Context: an optimization exercise on an open-source flow, tuned for small area and a short achievable clock period. The choices shown serve that exercise and are no tape-out recipe.
No activity file was given, so power comes from the tool's default toggle rates.

Setup of run 1:
## reciprocal_divider
module reciprocal_divider (
    input  clk,
    input  rst,
    input  [15:0] u,
    input  [15:0] v,
    output reg [15:0] q
);
==> module reciprocal_divider, before the edit <==
module reciprocal_divider (
    input  clk,
    input  rst,
    input  [15:0] u,
    input  [15:0] v,
    output reg [15:0] q
);
    wire [16:0] hz;
    assign hz[16] = 1'b1;
    genvar k;
    generate
        for (k = 15; k >= 0; k = k - 1) begin : g_hz
            assign hz[k] = hz[k+1] & ~v[k];
        end
    endgenerate
    wire [15:0] rem [0:16];
    wire [15:0] qr;
    assign rem[16] = 16'd0;
    genvar j;
    generate
        for (j = 15; j >= 0; j = j - 1) begin : g_row
            localparam W = 16 - j;
            wire [W-1:0] p;
            wire [W:0]   d;
            if (W > 1) begin : g_p
                assign p = {rem[j+1][W-2:0], u[j]};
            end else begin : g_p1
                assign p = u[j];
            end
            assign d = {1'b0, p} - {1'b0, v[W-1:0]};
            assign qr[j] = ~d[W] & hz[W];
            if (j > 0) begin : g_r
                assign rem[j] = {{(16-W){1'b0}}, (qr[j] ? d[W-1:0] : p)};
            end
        end
    endgenerate
    assign rem[0] = 16'd0;
    wire vz = hz[0];
    always @(posedge clk or posedge rst) begin
        if (rst)
            q <= 16'd0;
        else
            q <= {qr[15:2] & {14{~vz}}, qr[1:0]};
    end
endmodule
make LEC_CHECK=0 CAP_MARGIN=20 CORE_MARGIN=2 CORE_UTILIZATION=40 SLEW_MARGIN=20 finish   # period 55.0 ns
run.sh (not shown) runs the stock make flow with config.mk's settings and CLKGATE_MAP_FILE= SYNTH_SCRIPT=/design/flow/synth_recipe.tcl, a recipe that flattens the netlist after the stock synthesis.
diff inputs: run 1 => run 2
==> flow/design.v <==
module reciprocal_divider (
    input  clk,
    input  rst,
    input  [15:0] u,
    input  [15:0] v,
    output reg [15:0] q
);
    wire [16:0] hz;
    assign hz[16] = 1'b1;
    genvar k;
    generate
        for (k = 15; k >= 0; k = k - 1) begin : g_hz
            assign hz[k] = hz[k+1] & ~v[k];
        end
    endgenerate
    wire [15:0] rem [0:16];
    wire [15:0] qr;
    assign rem[16] = 16'd0;
    genvar j, b;
    generate
        for (j = 15; j >= 0; j = j - 1) begin : g_row
            localparam W = 16 - j;
            wire [W-1:0] p;
            wire [W:0]   br;
            wire [W-1:0] d;
            if (W > 1) begin : g_p
                assign p = {rem[j+1][W-2:0], u[j]};
            end else begin : g_p1
                assign p = u[j];
            end
            assign br[0] = 1'b0;
            for (b = 0; b < W; b = b + 1) begin : g_bit
                assign d[b]    = p[b] ^ v[b] ^ br[b];
                assign br[b+1] = (~p[b] & v[b]) | (~(p[b] ^ v[b]) & br[b]);
            end
            assign qr[j] = ~br[W] & hz[W];
            if (j > 0) begin : g_r
                assign rem[j] = {{(16-W){1'b0}}, (qr[j] ? d : p)};
            end
        end
    endgenerate
    assign rem[0] = 16'd0;
    wire vz = hz[0];
    always @(posedge clk or posedge rst) begin
        if (rst)
            q <= 16'd0;
        else
            q <= {qr[15:2] & {14{~vz}}, qr[1:0]};
    end
endmodule
- [flow] run 2 | stages: complete | final checks: fail | reason: setup timing
- Delta (run 2 minus run 1): standard-cell row count dropped 8, clock network fraction of design power climbed 2.5 points, core utilization climbed 14 points, total area of sequential cells barely changed.
- Delta (run 2 minus run 1): reported combinational group power moved down; mux cell area share after synthesis moved up; wire length moved down; growth of design area from synthesis to finish moved up.
- Transition at the pin with the smallest max-transition slack ends up lower on run 2.
- On run 2: non-clock buffer share of cell area is 13 points higher than what run 1 gave.
- Lower part of the total power dissipated in combinational logic goes to run 2 over run 1.
- Die: run 2 smaller than run 1
- Final critical delay including setup and external delays: run 2 > run 1
- In run 2, the data arrival at the endpoint of the critical path came out 13.10 ns above the value in run 1.
No run of this note included a check of the RTL's function; only the layout flow was run.

--- another note on this design; it stands on its own ---

Design reciprocal_divider, start of the top module:
module reciprocal_divider (
    input  clk,
    input  rst,
    input  [15:0] u,
    input  [15:0] v,
    output reg [15:0] q
);
Size: about 850 cells after synthesis, about 16 flip-flops, ~6400 sq um of cells after synthesis.
==> flow/config.mk <==
export PLATFORM = sky130hd
export DESIGN_NAME = reciprocal_divider
export DESIGN_NICKNAME = reciprocal_divider
export VERILOG_FILES = /design/flow/design.v
export SDC_FILE = /design/flow/constraint.sdc
export NUM_CORES = 4
export LEC_CHECK = 0
export ABC_AREA = 1
export CAP_MARGIN = 20
export CORE_MARGIN = 2
export CORE_UTILIZATION = 40
export SLEW_MARGIN = 20
==> flow/constraint.sdc <==
create_clock -name core_clock -period 55.0 [get_ports {clk}]
set_input_delay 11.0000 -clock core_clock [delete_from_list [all_inputs] [get_ports {clk}]]
set_output_delay 11.0000 -clock core_clock [all_outputs]
set_load 0.01 [all_outputs]
standard.sh (not shown) runs the stock make flow with config.mk's settings and CLKGATE_MAP_FILE= SYNTH_SCRIPT=/design/flow/synth_recipe.tcl, a recipe that flattens the netlist after the stock synthesis.
==> flow/flow/run.sh <==
#!/bin/bash
# Standard ORFS layout, with repair_timing aiming for 20 ns of setup slack
# at the design's clock period and constraints.
set -euo pipefail
bash standard.sh SETUP_SLACK_MARGIN=20 finish > standard.log 2>&1
==> next run, changes <==
==> flow/run.sh (new file) <==
#!/bin/bash
# synth_recipe.tcl (not shown) runs the flow's synth.tcl, then flattens the netlist and writes it again
# the make line also repeats each setting of config.mk as NAME=value (left out here)
make -C /OpenROAD-flow-scripts/flow DESIGN_CONFIG=/design/flow/config.mk WORK_HOME=/design/flow/orfs CLKGATE_MAP_FILE= SYNTH_SCRIPT=/design/flow/synth_recipe.tcl finish
Settings changed: CORE_UTILIZATION 40 to 70.
removed: flow/flow/run.sh
removed: flow/standard.sh
First-iteration DRC count is higher by about 19%; maximum frequency falls by 15%; via count falls by 13%; setup slack gets worse by 6400 ps; clock-buffer cell count stays the same; final cell count came out lower by 23%.
Function was not checked in any run of this note: the RTL went through the layout flow alone.

* * *

## alpha
Starting RTL as in the previous note.
Settings: LEC_CHECK=0, ABC_AREA=1, CAP_MARGIN=20, CORE_MARGIN=2, CORE_UTILIZATION=70, SLEW_MARGIN=20; clock period 55.0 ns.
==> flow/flow/run.sh <==
#!/bin/bash
# Standard ORFS layout; the ports are buffered with the smallest buffer
# (buf_1) instead of the resizer's default choice.
set -euo pipefail
bash standard.sh "BUFFER_PORTS_ARGS=-buffer_cell sky130_fd_sc_hd__buf_1" finish > standard.log 2>&1
In summary, alpha completed successfully, with a layout that passed the timing, design-rule and antenna checks.
The inputs of beta differ from those of alpha as listed below.
==> flow/flow/run.sh <==
#!/bin/bash
# Standard ORFS layout, with repair_timing aiming for 10 ns of setup slack
# at the design's clock period and constraints.
set -euo pipefail
bash standard.sh SETUP_SLACK_MARGIN=10 finish > standard.log 2>&1
diff --git a/flow/config.mk b/flow/config.mk
--- a/flow/config.mk
+++ b/flow/config.mk
@@ -11 +11 @@
-export CORE_UTILIZATION = 70
+export CORE_UTILIZATION = 40
Findings:
- [compare] base=alpha new=beta: wire length of the first global-routing pass saw a decrease, time the final worst path needs with I/O delays and setup now larger, via count went down by 289, clock power share +2.9 points, post-route cell area increased 6.8%.
- Count of nets after finishing essentially unchanged between beta and alpha.
[inputs] gamma vs beta
==> flow/run.sh (new file) <==
#!/bin/bash
# synth_recipe.tcl (not shown) runs the flow's synth.tcl, then flattens the netlist and writes it again
# the make line also repeats each setting of config.mk as NAME=value (left out here)
make -C /OpenROAD-flow-scripts/flow DESIGN_CONFIG=/design/flow/config.mk WORK_HOME=/design/flow/orfs CLKGATE_MAP_FILE= SYNTH_SCRIPT=/design/flow/synth_recipe.tcl finish
removed: flow/flow/run.sh
removed: flow/standard.sh
Findings:
Per the comparison of gamma with beta, area after synthesis roughly the same, final cell utilization of the core held, pre-CTS setup slack was more or less identical, effective utilization at floorplan comparable, count of cell types in the netlist essentially unchanged. As far as total chip power goes, gamma and beta are indistinguishable; the numbers are identical.
No functional check of the RTL was part of any run of this note.

## re-timing with driven ports
The results above use ideal ports. As a check the final layouts listed here were re-extracted and re-timed, cells and wires unchanged. Step 1: set_driving_cell puts a clkbuf_16 on clk and a buf_2 on each other input, an assumption about the parent block. Step 2, shift: input delay + t, output delay - t, t = (earliest + latest rising clock arrival at the registers) / 2. This alone moves slack from input paths to output paths. a / b / c = no drivers / after step 1 / after step 2; a / b = the first two.
run	shift t [ns]	setup WS [ns]	worst slew at a driven data input, ns	cell pins on the clock port's net
run 1	0.283	12.397 / 12.408 / 12.125	0.04	1
run 2	0.273	-0.678 / -0.671 / -0.944	0.04	1
the first run of note 2	0.280	19.524 / 19.532 / 19.252	0.04	1
the second run of note 2	0.276	13.118 / 13.113 / 12.837	0.04	1
alpha	0.278	13.865 / 13.869 / 13.591	0.04	1
beta	0.276	13.790 / 13.797 / 13.521	0.04	1
gamma	0.276	13.790 / 13.797 / 13.521	0.04	1
For the second run of note 2, which loses most, drivers alone change the setup slack by -0.005 ns; drivers and shift together by -0.281 ns.
